This is an optimization exercise on Yosys and OpenROAD, whose aim is small area, not a production implementation.
The RTL was checked by simulation tests, not by an equivalence proof against the original design.
Power figures rest on the tool's default switching activity, not on a simulated workload.

## esdi_core
module esdi_core (
    input  clk,
    input  rst_n,
    input  cmd_awvalid,
    output cmd_awready,
    input  [4:0] cmd_awaddr,
    input  cmd_wvalid,
    output cmd_wready,
    input  [31:0] cmd_wdata,
    output cmd_bvalid,
    input  cmd_bready,
    output [1:0] cmd_bresp,
    input  cmd_arvalid,
    output cmd_arready,
    input  [4:0] cmd_araddr,
    output cmd_rvalid,
    input  cmd_rready,
    output [31:0] cmd_rdata,
    output [1:0] cmd_rresp,
    input  tmr_awvalid,
    output tmr_awready,
    input  [4:0] tmr_awaddr,
    input  tmr_wvalid,
    output tmr_wready,
    input  [31:0] tmr_wdata,
    output tmr_bvalid,
    input  tmr_bready,
    output [1:0] tmr_bresp,
    input  tmr_arvalid,
    output tmr_arready,
    input  [4:0] tmr_araddr,
    output tmr_rvalid,
    input  tmr_rready,
    output [31:0] tmr_rdata,
    output [1:0] tmr_rresp,
    input  rd_awvalid,
    output rd_awready,
    input  [4:0] rd_awaddr,
    input  rd_wvalid,
    output rd_wready,
    input  [31:0] rd_wdata,
    output rd_bvalid,
    input  rd_bready,
    output [1:0] rd_bresp,
    input  rd_arvalid,
    output rd_arready,
    input  [4:0] rd_araddr,
    output rd_rvalid,
    input  rd_rready,
    output [31:0] rd_rdata,
    output [1:0] rd_rresp,
    input  wr_awvalid,
    output wr_awready,
    input  [4:0] wr_awaddr,
    input  wr_wvalid,
    output wr_wready,
    input  [31:0] wr_wdata,
    output wr_bvalid,
    input  wr_bready,
    output [1:0] wr_bresp,
    input  wr_arvalid,
    output wr_arready,
    input  [4:0] wr_araddr,
    output wr_rvalid,
    input  wr_rready,
    output [31:0] wr_rdata,
    output [1:0] wr_rresp,
    input  mm2s_tvalid,
    output mm2s_tready,
    input  [7:0] mm2s_tdata,
    input  mm2s_tlast,
    output s2mm_tvalid,
    input  s2mm_tready,
    output [7:0] s2mm_tdata,
    output s2mm_tlast,
    output cmd_irq,
    output tmr_irq,
    output wr_irq,
    input  esdi_transfer_req,
    input  esdi_command_data,
    output esdi_transfer_ack,
    output esdi_confstat_data,
    output esdi_command_complete,
    output esdi_attention,
    output esdi_ready,
    output esdi_drive_selected,
    output esdi_index,
    output esdi_sector,
    input  esdi_read_gate,
    output esdi_read_data,
    output esdi_read_clock,
    input  esdi_write_gate,
    input  esdi_write_clock,
    input  esdi_write_data
);
For scale: about 4000 cells after synthesis, ~1400 flip-flops, about 400 I/O pins.
clock: 10.0 ns
lec_check: 0
cap_margin: 20
core_margin: 2
core_utilization: 70
place_density: 0.8
slew_margin: 20
standard.sh (not shown) runs the stock make flow with config.mk's settings and CLKGATE_MAP_FILE= SYNTH_SCRIPT=/design/flow/synth_recipe.tcl, a recipe that flattens the netlist after the stock synthesis.
==> flow/flow/run.sh <==
#!/bin/bash
# The standard ORFS layout with these changes:
#  - synthesis: the standard flow's synthesis script with an area-oriented ABC script
#    for the combinational logic (registers are mapped as in the standard
#    synthesis);
#  - port buffers use the smallest buffer (buf_1);
#  - clock tree synthesis uses small clock buffers and adds no dummy loads.
# Each step's full output is in synth.log / layout.log here and in ORFS's
# own logs under orfs/logs/.
set -euo pipefail
here=$(pwd)
export AREA_ABC_SCRIPT="$here/flow/abc_area.script"
cat flow/abc_override.tcl synth_recipe.tcl > synth_area.tcl
sed "s|SYNTH_SCRIPT=[^ ]*|SYNTH_SCRIPT=$here/synth_area.tcl|" standard.sh > standard_area.sh
grep -q "SYNTH_SCRIPT=$here/synth_area.tcl" standard_area.sh
export BUFFER_PORTS_ARGS="-buffer_cell sky130_fd_sc_hd__buf_1"
export CTS_ARGS="-sink_clustering_enable -repair_clock_nets -dont_use_dummy_load -sink_clustering_size 24 -sink_clustering_max_diameter 80"
bash standard_area.sh synth > synth.log 2>&1
bash standard_area.sh finish > layout.log 2>&1
==> flow/flow/abc_area.script <==
strash
 dc2
 strash
 dch -f
 map -a
 amap -m
 topo
 dnsize -c
==> flow/flow/abc_override.tcl <==
# Prepended to the standard synthesis script (synth_recipe.tcl): ABC maps
# the combinational logic with an area-oriented script (flow/abc_area.script)
# instead of ORFS's speed script. Flip-flop mapping and every other step are
# unchanged, so the registers are the standard synthesis's.
proc abc {args} {
  set i [lsearch -exact $args -script]
  if {$i >= 0} {
    set args [lreplace $args $i [expr {$i + 1}] -script $::env(AREA_ABC_SCRIPT)]
  }
  yosys abc {*}$args
}
==> next run, changes <==
--- a/flow/flow/run.sh
+++ b/flow/flow/run.sh
@@ -15,5 +15,5 @@
 grep -q "SYNTH_SCRIPT=$here/synth_area.tcl" standard_area.sh
 export BUFFER_PORTS_ARGS="-buffer_cell sky130_fd_sc_hd__buf_1"
-export CTS_ARGS="-sink_clustering_enable -repair_clock_nets -dont_use_dummy_load -sink_clustering_size 24 -sink_clustering_max_diameter 80"
+export CTS_ARGS="-sink_clustering_enable -repair_clock_nets -dont_use_dummy_load -sink_clustering_size 16 -sink_clustering_max_diameter 60 -buf_list sky130_fd_sc_hd__clkbuf_8"
 bash standard_area.sh synth > synth.log 2>&1
 bash standard_area.sh finish > layout.log 2>&1
==> flow/flow/abc_area.script (replaced) <==
strash
 dc2
 dc2
 strash
 dch -f
 amap -m -F 4 -A 10
 topo
 dnsize -c
- CORE_UTILIZATION: 70 -> 80
- PLACE_DENSITY: 0.8 -> 0.88
Result: Worst setup slack got worse by 0.30 ns. Final area drops by a few percent. Critical path depth climbs by 3.


esdi_core, a different RTL version from the one above (not shown whole).
Size in the first run: ~3600 cells after synthesis, ~1400 flip-flops, roughly 45000 sq um of cells after synthesis.
Settings: LEC_CHECK=0, CAP_MARGIN=5, CORE_MARGIN=2, CORE_UTILIZATION=70, PLACE_DENSITY=0.8, SLEW_MARGIN=5; clock period 10.0 ns.
==> flow/flow/run.sh <==
#!/bin/bash
# The standard ORFS layout with these changes:
#  - synthesis: the standard flow's synthesis script with an area-oriented ABC script
#    for the combinational logic (registers are mapped as in the standard
#    synthesis);
#  - port buffers use the smallest buffer (buf_1);
#  - clock tree synthesis uses small clock buffers and adds no dummy loads.
# Each step's full output is in synth.log / layout.log here and in ORFS's
# own logs under orfs/logs/.
set -euo pipefail
here=$(pwd)
export AREA_ABC_SCRIPT="$here/flow/abc_area.script"
cat flow/abc_override.tcl synth_recipe.tcl > synth_area.tcl
sed "s|SYNTH_SCRIPT=[^ ]*|SYNTH_SCRIPT=$here/synth_area.tcl|" standard.sh > standard_area.sh
grep -q "SYNTH_SCRIPT=$here/synth_area.tcl" standard_area.sh
export BUFFER_PORTS_ARGS="-buffer_cell sky130_fd_sc_hd__buf_1"
export CTS_ARGS="-sink_clustering_enable -repair_clock_nets -dont_use_dummy_load -sink_clustering_size 16 -sink_clustering_max_diameter 60 -buf_list sky130_fd_sc_hd__clkbuf_8"
bash standard_area.sh synth > synth.log 2>&1
bash standard_area.sh finish > layout.log 2>&1
==> flow/flow/abc_area.script <==
strash
 &get -n
 &deepsyn -T 30
 &put
 dc2
 dch -f
 amap -m -F 4 -A 10
 topo
 dnsize -c
Scripts as last shown in full above: flow/flow/abc_override.tcl
The first run ran to the end with no violations.
Edit:
--- a/flow/flow/run.sh
+++ b/flow/flow/run.sh
@@ -15,5 +15,5 @@
 grep -q "SYNTH_SCRIPT=$here/synth_area.tcl" standard_area.sh
 export BUFFER_PORTS_ARGS="-buffer_cell sky130_fd_sc_hd__buf_1"
-export CTS_ARGS="-sink_clustering_enable -repair_clock_nets -dont_use_dummy_load -sink_clustering_size 16 -sink_clustering_max_diameter 60 -buf_list sky130_fd_sc_hd__clkbuf_8"
+export CTS_ARGS="-sink_clustering_enable -repair_clock_nets -dont_use_dummy_load -sink_clustering_size 10 -sink_clustering_max_diameter 45 -buf_list sky130_fd_sc_hd__clkbuf_4"
 bash standard_area.sh synth > synth.log 2>&1
 bash standard_area.sh finish > layout.log 2>&1
Settings changed: CAP_MARGIN 5 to 20, SLEW_MARGIN 5 to 20.
What happened:
- worst setup slack improves by 0.59 ns
- design area hardly moves
- cell count climbs by 1.3%
- power drops by 0.89%
- wire length is about the same
- worst hold slack degrades by 0.0053 ns
- register-to-register slack degrades by 0.18 ns
- clock skew climbs by 0.014 ns
- global-route usage climbs by 0.28 points
- critical path depth is unchanged
Edit:
--- a/flow/flow/run.sh
+++ b/flow/flow/run.sh
@@ -15,5 +15,5 @@
 grep -q "SYNTH_SCRIPT=$here/synth_area.tcl" standard_area.sh
 export BUFFER_PORTS_ARGS="-buffer_cell sky130_fd_sc_hd__buf_1"
-export CTS_ARGS="-sink_clustering_enable -repair_clock_nets -dont_use_dummy_load -sink_clustering_size 10 -sink_clustering_max_diameter 45 -buf_list sky130_fd_sc_hd__clkbuf_4"
+export CTS_ARGS="-sink_clustering_enable -repair_clock_nets -dont_use_dummy_load -sink_clustering_size 16 -sink_clustering_max_diameter 60 -buf_list sky130_fd_sc_hd__clkbuf_8"
 bash standard_area.sh synth > synth.log 2>&1
 bash standard_area.sh finish > layout.log 2>&1
Result: Die area is unchanged. Core utilization increases by 0.20 points. Synthesized cell count does not change. Clock power increases by a few percent. Sequential power barely changes. Setup slack gets worse by 0.33 ns. Global-route usage decreases by 0.31 points.
Edit:
==> flow/flow/abc_area.script (replaced) <==
strash
 dc2
 dc2
 strash
 dch -f
 amap -m -F 4 -A 10
 topo
 dnsize -c
What happened: Worst setup slack gets better by 0.85 ns. Critical path depth came out higher by 12. Core utilization fell by 0.19 points. Wire length falls by 1.0%. Hold slack gets worse by 0.010 ns. Final area rose by 1.6%. Via count rises by 3.2%. Sequential power went up by about 0.9%. Total power goes up by 3.8%. Clock power hardly moves. Synthesized cell count increases by 3.7%.


RTL: one of the versions met above, not the one the previous note started from.
Size in the first run: ~4000 cells after synthesis, ~1400 flip-flops, ~400 I/O pins, ~47000 sq um of cells after synthesis.
Settings: LEC_CHECK=0, CAP_MARGIN=20, CORE_MARGIN=2, CORE_UTILIZATION=70, PLACE_DENSITY=0.8, SLEW_MARGIN=20; clock period 10.0 ns.
==> flow/flow/run.sh <==
#!/bin/bash
# The standard ORFS layout with these changes:
#  - synthesis: the standard flow's synthesis script with an area-oriented ABC script
#    for the combinational logic (registers are mapped as in the standard
#    synthesis);
#  - port buffers use the smallest buffer (buf_1);
#  - clock tree synthesis uses small clock buffers and adds no dummy loads.
# Each step's full output is in synth.log / layout.log here and in ORFS's
# own logs under orfs/logs/.
set -euo pipefail
here=$(pwd)
export AREA_ABC_SCRIPT="$here/flow/abc_area.script"
cat flow/abc_override.tcl synth_recipe.tcl > synth_area.tcl
sed "s|SYNTH_SCRIPT=[^ ]*|SYNTH_SCRIPT=$here/synth_area.tcl|" standard.sh > standard_area.sh
grep -q "SYNTH_SCRIPT=$here/synth_area.tcl" standard_area.sh
export BUFFER_PORTS_ARGS="-buffer_cell sky130_fd_sc_hd__buf_1"
export CTS_ARGS="-sink_clustering_enable -repair_clock_nets -dont_use_dummy_load -sink_clustering_size 16 -sink_clustering_max_diameter 60 -buf_list sky130_fd_sc_hd__clkbuf_8"
bash standard_area.sh synth > synth.log 2>&1
bash standard_area.sh finish > layout.log 2>&1
==> flow/flow/abc_area.script <==
strash
 dc2
 strash
 dch -f
 map -a
 amap -m
 topo
 dnsize -c
Scripts as last shown in full above: flow/flow/abc_override.tcl
Change:
==> flow/flow/abc_area.script (replaced) <==
strash
 dc2
 dc2
 strash
 dch -f
 amap -m -F 4 -A 10
 topo
 dnsize -c
Outcome:
- sequential share of layout area grows by 0.83 points
- core utilization goes down by 0.49 points
- final area decreases slightly


Another version of the RTL of esdi_core (not shown whole).
For scale: roughly 4300 cells after synthesis, ~1400 flip-flops, about 400 I/O pins, ~50000 um^2 of cells after synthesis.
==> flow/config.mk <==
export PLATFORM = sky130hd
export DESIGN_NAME = esdi_core
export DESIGN_NICKNAME = esdi_core
export VERILOG_FILES = /design/flow/design.v
export SDC_FILE = /design/flow/constraint.sdc
export NUM_CORES = 4
export LEC_CHECK = 0
export CAP_MARGIN = 20
export CORE_MARGIN = 2
export CORE_UTILIZATION = 65
export CTS_CLUSTER_DIAMETER = 80
export CTS_CLUSTER_SIZE = 24
export PLACE_DENSITY = 0.75
export SLEW_MARGIN = 20
==> flow/constraint.sdc <==
create_clock -name core_clock -period 10.0 [get_ports {clk}]
set_input_delay 2.0000 -clock core_clock [delete_from_list [all_inputs] [get_ports {clk}]]
set_output_delay 2.0000 -clock core_clock [all_outputs]
set_load 0.01 [all_outputs]
run.sh (not shown) runs the stock make flow with config.mk's settings and CLKGATE_MAP_FILE= SYNTH_SCRIPT=/design/flow/synth_recipe.tcl, a recipe that flattens the netlist after the stock synthesis.
Stock flow here: none of the scripts above is used.
Change:
==> flow/flow/run.sh (new file) <==
#!/bin/bash
# Standard ORFS layout (standard synthesis unchanged), with two changes:
#  - port buffers use the smallest buffer (buf_1) instead of the default pick;
#  - clock tree synthesis does not add dummy loads.
set -euo pipefail
export BUFFER_PORTS_ARGS="-buffer_cell sky130_fd_sc_hd__buf_1"
export CTS_ARGS="-sink_clustering_enable -repair_clock_nets -dont_use_dummy_load -sink_clustering_size 24 -sink_clustering_max_diameter 80"
bash standard.sh synth > synth.log 2>&1
bash standard.sh finish > layout.log 2>&1
==> flow/standard.sh (new file) <==
#!/bin/bash
# synth_recipe.tcl (not shown) runs the flow's synth.tcl, then flattens the netlist and writes it again
# the make line also repeats each setting of config.mk as NAME=value (left out here)
make -C /OpenROAD-flow-scripts/flow DESIGN_CONFIG=/design/flow/config.mk WORK_HOME=/design/flow/orfs CLKGATE_MAP_FILE= SYNTH_SCRIPT=/design/flow/synth_recipe.tcl "${@:-finish}"
removed: flow/run.sh
After rerunning: The changed run finished clean. Count of clock-buffer cells in the layout goes down by 34. Combinational power decreases by roughly a tenth. Area after synthesis does not change.

## re-timing with driven ports
The flow's constraints put no driver on any port. The routed layouts listed below were extracted and timed again, unchanged, in two steps.
Step 1, drivers: a clkbuf_16 drives clk and a buf_2 each remaining input, both assumed.
Step 2 also shifts input and output timing later by t, the mid clock arrival at the registers, as if the neighbouring blocks saw the same clock.
a / b / c = ideal ports / drivers / drivers and shift; a / b = the first two.
run	shift t [ns]	setup WS [ns]	cell pins on the clock port's net
the first run of note 1	0.685	4.591 / 4.591 / 4.591	1
the second run of note 1	0.774	4.289 / 4.289 / 4.289	1
the first run of note 2	0.776	4.026 / 4.067 / 3.290	1
the second run of note 2	1.085	4.618 / 4.654 / 3.570	1
the third run of note 2	0.777	4.287 / 4.329 / 3.552	1
the fourth run of note 2	0.790	5.134 / 5.134 / 5.134	1
the first run of note 3	0.780	4.581 / 4.581 / 4.581	1
the second run of note 3	0.776	3.937 / 3.937 / 3.937	1
the first run of note 4	0.714	4.735 / 4.687 / 4.687	1
the second run of note 4	0.679	5.499 / 5.477 / 5.477	1
After both steps every run listed still meets setup and hold. The setup slack of the second run of note 2, which loses most, moves by +0.036 ns with the drivers and by -1.048 ns with both steps.
